Context: an optimization exercise on an open-source flow, tuned for small area and a short achievable clock period. The choices shown serve that exercise and are no tape-out recipe. Where RTL was checked, it was by simulation tests only, not by an equivalence proof against the original. Power figures rest on the tool's default switching activity, not on a simulated workload.

==> pepper: inputs <==
// complex
module complex(clk, a0, a1, b0, b1, im, re);
  input clk;
  input [7:0] a0, a1, b0, b1;
  output reg [15:0] im, re;
  wire [15:0] re_d, im_d;
  wire rs1;
  wire rc2;
  wire rs3;
  wire rc4;
  wire rs5;
  wire rc6;
  wire rs7;
  wire rc8;
  wire rs9;
  wire rc10;
  wire rs11;
  wire rc12;
  wire rs13;
  wire rc14;
  wire rs15;
  wire rc16;
  wire rs17;
  wire rc18;
  wire rs19;
  wire rc20;
  wire rs21;
  wire rc22;
  wire rs23;
  wire rc24;
  wire rs25;
  wire rc26;
  wire rs27;
  wire rc28;
  wire rs29;
  wire rc30;
  wire rs31;
  wire rc32;
  wire rs33;
  wire rc34;
  wire rs35;
  wire rc36;
  wire rs37;
  wire rc38;
  wire rs39;
  wire rc40;
  wire rs41;
  wire rc42;
  wire rs43;
  wire rc44;
  wire rs45;
  wire rc46;
  wire rs47;
  wire rc48;
  wire rs49;
  wire rc50;
  wire rs51;
  wire rc52;
  wire rs53;
  wire rc54;
  wire rs55;
  wire rc56;
  wire rs57;
  wire rc58;
  wire rs59;
  wire rc60;
  wire rs61;
  ...
make LEC_CHECK=0 CAP_MARGIN=20 CORE_MARGIN=2 CORE_UTILIZATION=40 PLACE_DENSITY=0.6 SETUP_SLACK_MARGIN=5.0 SLEW_MARGIN=20 SYNTH_HIERARCHICAL=1 finish   # period 10.0 ns
run.sh (not shown) runs the stock make flow with config.mk's settings and CLKGATE_MAP_FILE= SYNTH_SCRIPT=/design/flow/synth_recipe.tcl, a recipe that flattens the netlist after the stock synthesis.
==> lagoon: changes against pepper <==
==> flow/flow/run.sh (new file) <==
#!/bin/bash
set -o pipefail
export BUFFER_PORTS_ARGS="-buffer_cell sky130_fd_sc_hd__buf_1"
cp standard.sh standard_sh.txt 2>/dev/null
bash standard.sh > standard.log 2>&1
==> flow/standard.sh (new file) <==
#!/bin/bash
# synth_recipe.tcl (not shown) runs the flow's synth.tcl, then flattens the netlist and writes it again
# the make line also repeats each setting of config.mk as NAME=value (left out here)
make -C /OpenROAD-flow-scripts/flow DESIGN_CONFIG=/design/flow/config.mk WORK_HOME=/design/flow/orfs CLKGATE_MAP_FILE= SYNTH_SCRIPT=/design/flow/synth_recipe.tcl "${@:-finish}"
- SETUP_SLACK_MARGIN: 5.0 -> 3.5
removed: flow/run.sh
==> comparison table <==
Data arrival time of the critical path: lagoon 6.54 ns; pepper 6.07 ns
Final non-filler cell total: lagoon 981; pepper 1031
Result of the run: lagoon no timing/DRC/antenna violations; pepper no timing/DRC/antenna violations
CP peak stage delay: lagoon 0.53 ns; pepper 0.54 ns
Met2 usage in global routing: lagoon 29.6%; pepper 35.4%
Net total in the final layout: lagoon 1032; pepper 1082
Finished Cell Area: lagoon 7960 um2; pepper 9770 um2
Worst relative slew slack: lagoon 72.2%; pepper 75.3%
Avg Vias per Cell: lagoon 5.18; pepper 5.32
P_leak: lagoon 3.12 nW; pepper 3.73 nW
Share of layout cells above drive strength 1: lagoon 6.25%; pepper 30.4%
Highest attainable clock frequency: lagoon 157 MHz; pepper 171 MHz
Worst hold slack: lagoon 2.22 ns; pepper 2.12 ns
Wire length reported by the detailed router: lagoon 16.4 mm; pepper 19.2 mm
No functional check of the RTL was part of any run of this note.


==> zinc <==
complex, a different RTL version from the one above (not shown whole).
==> flow/config.mk <==
export PLATFORM = sky130hd
export DESIGN_NAME = complex
export DESIGN_NICKNAME = complex
export VERILOG_FILES = /design/flow/design.v
export SDC_FILE = /design/flow/constraint.sdc
export NUM_CORES = 4
export LEC_CHECK = 0
export CAP_MARGIN = 20
export CORE_MARGIN = 2
export CORE_UTILIZATION = 40
export CTS_BUF_LIST = sky130_fd_sc_hd__clkbuf_8
export CTS_CLUSTER_DIAMETER = 200
export CTS_CLUSTER_SIZE = 32
export PLACE_DENSITY = 0.6
export SETUP_SLACK_MARGIN = 4.4
export SLEW_MARGIN = 20
export SYNTH_HIERARCHICAL = 1
==> flow/constraint.sdc <==
create_clock -name core_clock -period 10.0 [get_ports {clk}]
set_input_delay 2.0000 -clock core_clock [delete_from_list [all_inputs] [get_ports {clk}]]
set_output_delay 2.0000 -clock core_clock [all_outputs]
set_load 0.01 [all_outputs]
standard.sh (not shown) runs the stock make flow with config.mk's settings and CLKGATE_MAP_FILE= SYNTH_SCRIPT=/design/flow/synth_recipe.tcl, a recipe that flattens the netlist after the stock synthesis.
==> flow/flow/run.sh <==
#!/bin/bash
set -o pipefail
export BUFFER_PORTS_ARGS="-buffer_cell sky130_fd_sc_hd__buf_1"
cp standard.sh standard_sh.txt 2>/dev/null
bash standard.sh > standard.log 2>&1
==> maple: changes against zinc <==
- SETUP_SLACK_MARGIN: 4.4 -> 4.6
==> results_dict.tcl <==
set metrics [dict create \
    status "no timing/DRC/antenna violations" \
    routed_via_density 5.08 \
    cellLeakagePower_nw 3.35 \
    gp_congestion 0.799 \
    p_sw_frac 0.442 \
    cts_setup_buffers 29 \
    drtIter0Drc 290 \
    m1WireLength_mm 7.23 \
]
That was zinc.
==> results_dict.tcl <==
set metrics [dict create \
    status "no timing/DRC/antenna violations" \
    vdd_drop_max_uv 338 \
    drtIter0Drc 368 \
    track_usage 0.185 \
    fin_cells 1008 \
    routed_via_density 5.01 \
    gp_congestion 0.798 \
    cts_setup_buffers 34 \
    cellLeakagePower_nw 3.23 \
    m1WireLength_mm 7.05 \
    p_sw_frac 0.463 \
]
That was maple.
No run of this note included a check of the RTL's function; only the layout flow was run.


==> run a: inputs <==
Another version of the RTL of complex (not shown whole).
==> flow/design.v (excerpt) <==
module complex(clk, a0, a1, b0, b1, im, re);
  input clk;
  input [7:0] a0, a1, b0, b1;
  output reg [15:0] im, re;
  wire [15:0] re_d, im_d;
  wire rs1;
  wire rc2;
  wire rs3;
  wire rc4;
  wire rs5;
  wire rc6;
  wire rs7;
  wire rc8;
  wire rs9;
  wire rc10;
  wire rs11;
  wire rc12;
  wire rs13;
  wire rc14;
  wire rs15;
  wire rc16;
  wire rs17;
  wire rc18;
  wire rs19;
  wire rc20;
  wire rs21;
  wire rc22;
  wire rs23;
  wire rc24;
  wire rs25;
  wire rc26;
  wire rs27;
  wire rc28;
  wire rs29;
  wire rc30;
  wire rs31;
  wire rc32;
  wire rs33;
  wire rc34;
  wire rs35;
  wire rc36;
  wire rs37;
  wire rc38;
  wire rs39;
  wire rc40;
  wire rs41;
  wire rc42;
  wire rs43;
  wire rc44;
  wire rs45;
  wire rc46;
  wire rs47;
  wire rc48;
  wire rs49;
  wire rc50;
  wire rs51;
  wire rc52;
  wire rs53;
  wire rc54;
  wire rs55;
  wire rc56;
  wire rs57;
  wire rc58;
  wire rs59;
  wire rc60;
  wire rs61;
  wire rc62;
  wire rs63;
  wire rc64;
  wire rn65;
  wire rs66;
  wire rc67;
  wire rs68;
  wire rc69;
  wire rs70;
  wire rc71;
  wire rs72;
  wire rc73;
  wire rs74;
  wire rc75;
  wire rs76;
  wire rc77;
  wire rs78;
  wire rc79;
  wire rs80;
  wire rc81;
  wire rs82;
  wire rc83;
  wire rs84;
  wire rc85;
  wire rs86;
  wire rc87;
  wire rs88;
  wire rc89;
  wire rs90;
  wire rc91;
  wire rs92;
  wire rc93;
  wire rs94;
  wire rc95;
  wire rs96;
  wire rc97;
  wire rs98;
  wire rc99;
  wire rs100;
  wire rc101;
  wire rs102;
  wire rc103;
  wire rs104;
  wire rc105;
  wire rs106;
  wire rc107;
  wire rs108;
  wire rc109;
  wire rs110;
  wire rc111;
  wire rs112;
  wire rc113;
  wire rs114;
  wire rc115;
  wire rs116;
  wire rc117;
  wire rs118;
  wire rc119;
  wire rs120;
  wire rc121;
  wire rn122;
  wire rs123;
  wire rc124;
  wire rs125;
  wire rc126;
  wire rs127;
  wire rc128;
  wire rs129;
  wire rc130;
  wire rs131;
  wire rc132;
  wire rs133;
  wire rc134;
  wire rs135;
  wire rc136;
  wire rs137;
  wire rc138;
  wire rs139;
  wire rc140;
  wire rs141;
  ...
==> flow/config.mk <==
export PLATFORM = sky130hd
export DESIGN_NAME = complex
export DESIGN_NICKNAME = complex
export VERILOG_FILES = /design/flow/design.v
export SDC_FILE = /design/flow/constraint.sdc
export NUM_CORES = 4
export LEC_CHECK = 0
export CAP_MARGIN = 20
export CORE_MARGIN = 2
export CORE_UTILIZATION = 40
export CTS_BUF_LIST = sky130_fd_sc_hd__clkbuf_8
export CTS_CLUSTER_DIAMETER = 200
export CTS_CLUSTER_SIZE = 32
export PLACE_DENSITY = 0.6
export SETUP_SLACK_MARGIN = 4.6
export SLEW_MARGIN = 20
export SYNTH_HIERARCHICAL = 1
==> flow/constraint.sdc <==
create_clock -name core_clock -period 10.0 [get_ports {clk}]
set_input_delay 2.0000 -clock core_clock [delete_from_list [all_inputs] [get_ports {clk}]]
set_output_delay 2.0000 -clock core_clock [all_outputs]
set_load 0.01 [all_outputs]
Scripts as last shown in full above: flow/flow/run.sh
==> run b: changes against run a <==
--- a/flow/config.mk
+++ b/flow/config.mk
@@ -14,3 +14,3 @@
 export PLACE_DENSITY = 0.6
-export SETUP_SLACK_MARGIN = 4.6
+export SETUP_SLACK_MARGIN = 4.0
 export SLEW_MARGIN = 20
==> comparison table <==
| quantity | run a | run b |
|---|---|---|
| Outcome | finished clean | finished clean |
| Setup WS pre-CTS | 3510 ps | 3290 ps |
| Post-cts repair resize count | 133 | 35 |
| Headroom to the max-slew limit | 81.6% | 72.9% |
| Delay contributed by the slowest stage of the critical path | 500 ps | 570 ps |
| Unrepaired setup endpoints after global routing | true | false |
| Fraction of standard cell area that is sequential | 7.48% | 8.20% |
| # placed instances | 967 | 969 |
| Non-clock buffer count in the final layout | 88 | 69 |
| Global-route met2 utilization | 29.5% | 29.0% |
| Seq pwr | 0.255 mW | 0.256 mW |
| Share of power burned in combinational logic | 88.4% | 85.2% |
| Fin worst setup slack | 4500 ps | 4210 ps |
| Drt pass-1 iters | 4 | 5 |
| Total combinational power | 2.81 mW | 2.25 mW |
| Clk slew on worst S/H paths | 70 ps | 80 ps |

==> what the ideal ports hide <==
The flow's constraints put no driver on any port. The routed layouts listed below were extracted and timed again, unchanged, in two steps. Step 1, drivers: a clkbuf_16 drives clk and a buf_2 each remaining input, both assumed. Step 2 moves the port delays by t, midway between the first and last clock arrival at a register: inputs arrive t later, outputs are due t later. That takes back most of the time a late clock gives input paths. Slacks: ideal / step 1 / step 2; pairs: ideal / step 1.
| run | t, ns | setup WS [ns] | worst setup path after step 2 | worst data-port slew with drivers (ns) | cell pins on the clock port's net |
|---|---|---|---|---|---|
| pepper | 0.330 | 4.146 / 4.135 / 3.806 | input to register | 0.09 | 1 |
| lagoon | 0.332 | 3.643 / 3.665 / 3.333 | input to register | 0.03 | 1 |
| zinc | 0.350 | 4.307 / 4.256 / 3.905 | input to register | 0.16 | 1 |
| maple | 0.354 | 4.308 / 4.278 / 3.924 | input to register | 0.08 | 1 |
| run a | 0.348 | 4.502 / 4.479 / 4.130 | input to register | 0.08 | 1 |
| run b | 0.352 | 4.212 / 4.213 / 3.861 | input to register | 0.04 | 1 |
After both steps every run listed still meets setup and hold. The setup slack of zinc, which loses most, moves by -0.051 ns with the drivers and by -0.402 ns with both steps.
